From an optimization exercise on the open Yosys and OpenROAD flow, aimed at small area, a short achievable clock period and few clock cycles per item; shortcuts taken in it are not production practice. Function was checked by simulation only, so behaviour that the tests miss may differ from the original.

==> flow/design.v (excerpt) <==
module network_4_8_12_16_20_16(clk, reset, s_valid, m_ready, data_in, m_valid, s_ready, data_out);
clock: 10.0 ns
lec_check: 0
cap_margin: 20
core_margin: 2
core_utilization: 40
setup_slack_margin: 5
slew_margin: 20
run.sh (not shown) runs the stock make flow with config.mk's settings and CLKGATE_MAP_FILE= SYNTH_SCRIPT=/design/flow/synth_recipe.tcl, a recipe that flattens the netlist after the stock synthesis.
Testbench counts at the start, summed over its fixed seeds: cycles 3,296, vectors 192.
==> next run, changes <==
- CORE_UTILIZATION: 40 -> 60
The new run produced a clean layout.
Non-clock buffer count rose by 20.
Routed wire length falls by 0.55%.
Utilization is higher by 22 points.
Via count is higher by 2.2%.
Critical path depth fell by 1.


network_4_8_12_16_20_16, a different RTL version from the one above (not shown whole).
Size: ~38 I/O pins, about 77000 um2 of cells after synthesis.
clock: 10.0 ns
lec_check: 0
cap_margin: 20
core_margin: 2
core_utilization: 40
slew_margin: 20
standard.sh (not shown) runs the stock make flow with config.mk's settings and CLKGATE_MAP_FILE= SYNTH_SCRIPT=/design/flow/synth_recipe.tcl, a recipe that flattens the netlist after the stock synthesis.
==> flow/flow/run.sh <==
#!/bin/bash
set -euo pipefail
export SETUP_SLACK_MARGIN=4.75
bash standard.sh synth > synth.log 2>&1
python3 flow/flip_fa.py orfs/results/sky130hd/network_4_8_12_16_20_16/base/1_2_yosys.v > flip_fa.log 2>&1
bash standard.sh finish > standard.log 2>&1
Other scripts of this flow, unchanged in this note and not shown: flow/flow/flip_fa.py
The starting point completed without violations.
Testbench counts at the start, summed over its fixed seeds: cycles 3,296, vectors 192.
Next try:
==> flow/flow/run.sh (replaced) <==
#!/bin/bash
set -euo pipefail
export SETUP_SLACK_MARGIN=5.5
bash standard.sh synth > synth.log 2>&1
python3 flow/flip_fa.py orfs/results/sky130hd/network_4_8_12_16_20_16/base/1_2_yosys.v > flip_fa.log 2>&1
bash standard.sh finish > standard.log 2>&1
- CORE_UTILIZATION: 40 -> 32
After rerunning:
- setup slack gains 440 ps
- hold slack gains 4.3 ps
- non-clock buffer count goes up by 105
- cell count goes up by 8.1%
- register-to-register slack gains 440 ps
- via count goes up by 1.0%
Next try:
==> flow/flow/run.sh (replaced) <==
#!/bin/bash
set -euo pipefail
export SETUP_SLACK_MARGIN=5
bash standard.sh synth > synth.log 2>&1
python3 flow/flip_fa.py orfs/results/sky130hd/network_4_8_12_16_20_16/base/1_2_yosys.v > flip_fa.log 2>&1
bash standard.sh finish > standard.log 2>&1
- CORE_UTILIZATION: 32 -> 40
- design area falls by 3.4%
- wire length is about the same
- hold slack barely changes
- synthesized area stays the same
- global-route usage grows by 6.0 points
Next try:
==> flow/flow/run.sh (replaced) <==
#!/bin/bash
set -euo pipefail
export SETUP_SLACK_MARGIN=5.5
bash standard.sh synth > synth.log 2>&1
python3 flow/flip_fa.py orfs/results/sky130hd/network_4_8_12_16_20_16/base/1_2_yosys.v > flip_fa.log 2>&1
bash standard.sh finish > standard.log 2>&1
Outcome: Hold slack gets worse by 3.0 ps; die area is unchanged; non-clock buffer count goes up by 115; routed wire length went up by about 4.4%; area after synthesis stays the same; via count went up by about 2.2%; cell area came out higher by about 2.8%; first-iteration DRC count rose by 2.6%.
Next try:
==> flow/flow/run.sh (replaced) <==
#!/bin/bash
set -euo pipefail
export SETUP_SLACK_MARGIN=5.75
bash standard.sh synth > synth.log 2>&1
python3 flow/flip_fa.py orfs/results/sky130hd/network_4_8_12_16_20_16/base/1_2_yosys.v > flip_fa.log 2>&1
bash standard.sh finish > standard.log 2>&1
What happened: The new run finished with timing, DRC and antenna clean. Routed wire length went up by 0.90%. Design area rises by 2.7%. Core utilization increases by 1.2 points. Clock skew rises by 4.7 ps. Worst setup slack gets better by 44 ps. Register-to-register slack gets better by 40 ps. Global-route usage increases by 0.52 points. Via count goes up by 0.99%. Clock-buffer cell count shrinks by 10.
Next try:
==> flow/flow/run.sh (replaced) <==
#!/bin/bash
set -euo pipefail
export SETUP_SLACK_MARGIN=5.25
bash standard.sh synth > synth.log 2>&1
python3 flow/flip_fa.py orfs/results/sky130hd/network_4_8_12_16_20_16/base/1_2_yosys.v > flip_fa.log 2>&1
bash standard.sh finish > standard.log 2>&1
Cell count decreases by 1.9%.
Register-to-register slack got worse by 60 ps.
Synthesized cell count stays the same.


## run 1
Starting RTL as in the previous note.
export LEC_CHECK = 0
export CAP_MARGIN = 20
export CORE_MARGIN = 2
export CORE_UTILIZATION = 65
export SLEW_MARGIN = 20
create_clock -name core_clock -period 10.0 [get_ports {clk}]
==> flow/flow/run.sh <==
#!/bin/bash
set -euo pipefail
export SETUP_SLACK_MARGIN=5.5
bash standard.sh finish > standard.log 2>&1
Testbench counts of run 1, summed over its fixed seeds: cycles 3,296, vectors 192.
--- input diff run 1..run 2 ---
Settings: CORE_UTILIZATION changed from 65 to 40.
Results
Run 2 went all the way through synthesis, placement and routing and the layout is clean on timing, DRC and antenna. Per the comparison of run 2 with run 1, global-route wire length before repair grew by 0.45%, die outline height grew by about 27%, setup slack grew by 100 ps. Count of cells resized by post-cts repair was lower in the run labelled run 2. Diff run 1 -> run 2: sequential portion of the cell area shows a reduction of 0.43 points, total number of placement rows shows an increase of about 28%. For the share of layout cells above drive strength 1, run 2 came in 1.6 points lower than run 1 did. Diff run 1 -> run 2 | post-route cell area | increase of about 1%. Run 2 against run 1: wire length shows no meaningful change, hold slack shows a reduction of 3.8 ps.
Changes in run 3 relative to run 2:
Settings: swapping 40 for 55 in CORE_UTILIZATION.
[summary]
Changes observed in run 3 relative to run 2: die span in x moved down; met3 layer wire length in the routed design moved up; net count reported at finish moved up.
Inputs modified between run 3 and run 4:
Settings: SETUP_SLACK_MARGIN now 5, previously not set; CORE_UTILIZATION now 40, was 55.
==> flow/run.sh (new file) <==
#!/bin/bash
# synth_recipe.tcl (not shown) runs the flow's synth.tcl, then flattens the netlist and writes it again
# the make line also repeats each setting of config.mk as NAME=value (left out here)
make -C /OpenROAD-flow-scripts/flow DESIGN_CONFIG=/design/flow/config.mk WORK_HOME=/design/flow/orfs CLKGATE_MAP_FILE= SYNTH_SCRIPT=/design/flow/synth_recipe.tcl finish
removed: flow/flow/run.sh
removed: flow/standard.sh
==> run notes <==
Run 4 has completed all stages; timing, DRC and antenna checks passed.
Run 4 against run 3: final worst hold slack went up by 3.1 ps, cell area after synthesis stayed essentially flat, via count went down by 2063.
Across both runs, die width was higher for run 4 than for run 3.
Worst setup slack after layout down 200 ps in run 4 wrt run 3
Taking run 3 over run 4, the die area ratio works out to 0.73.

re-timing with driven ports:
No port has a modelled driver above. Below, the same layouts with a new extraction and two added sets of constraints.
Step 1 (the two cells are an assumption about what drives the block):
set clk [get_ports {clk}]
set_driving_cell -lib_cell sky130_fd_sc_hd__clkbuf_16 $clk
set_driving_cell -lib_cell sky130_fd_sc_hd__buf_2 [delete_from_list [all_inputs] $clk]
Step 2 adds t to the input delays and takes it off the output delays; t is the mean of the earliest and latest rising clock arrival at the registers after step 1. Input paths then give back, and output paths get back, about the clock's delay inside the block.
a / b / c = ideal / step 1 / step 2; a / b = the first two.
run	shift t [ns]	setup WS [ns]	clock arrival spread, ns	worst register clock-pin slew, ns	worst data-port slew with drivers (ns)
the first run of note 1	0.853	4.727 / 4.727 / 4.727	0.115 / 0.115	0.09 / 0.09	0.07
the second run of note 1	0.797	4.640 / 4.640 / 4.640	0.063 / 0.063	0.07 / 0.07	0.03
the first run of note 2	0.841	4.913 / 4.913 / 4.913	0.128 / 0.127	0.07 / 0.07	0.07
the second run of note 2	0.839	5.352 / 5.352 / 5.352	0.049 / 0.050	0.08 / 0.08	0.03
the third run of note 2	0.857	5.125 / 5.125 / 5.125	0.084 / 0.083	0.07 / 0.07	0.05
the fourth run of note 2	0.818	5.323 / 5.323 / 5.267	0.051 / 0.052	0.07 / 0.07	0.05
the fifth run of note 2	0.853	5.367 / 5.367 / 5.359	0.054 / 0.054	0.08 / 0.08	0.07
the sixth run of note 2	0.839	5.304 / 5.304 / 5.304	0.043 / 0.043	0.07 / 0.07	0.04
run 1	0.811	5.332 / 5.332 / 5.332	0.043 / 0.042	0.08 / 0.08	0.06
run 2	0.846	5.432 / 5.432 / 5.432	0.094 / 0.094	0.08 / 0.08	0.10
run 3	0.812	5.397 / 5.397 / 5.335	0.070 / 0.070	0.08 / 0.08	0.05
run 4	0.846	5.198 / 5.198 / 5.198	0.071 / 0.071	0.07 / 0.07	0.08
After both steps setup and hold are still met in every run listed. The setup slack of run 3, which loses most, moves by 0.000 ns with the drivers and by -0.062 ns with both steps.
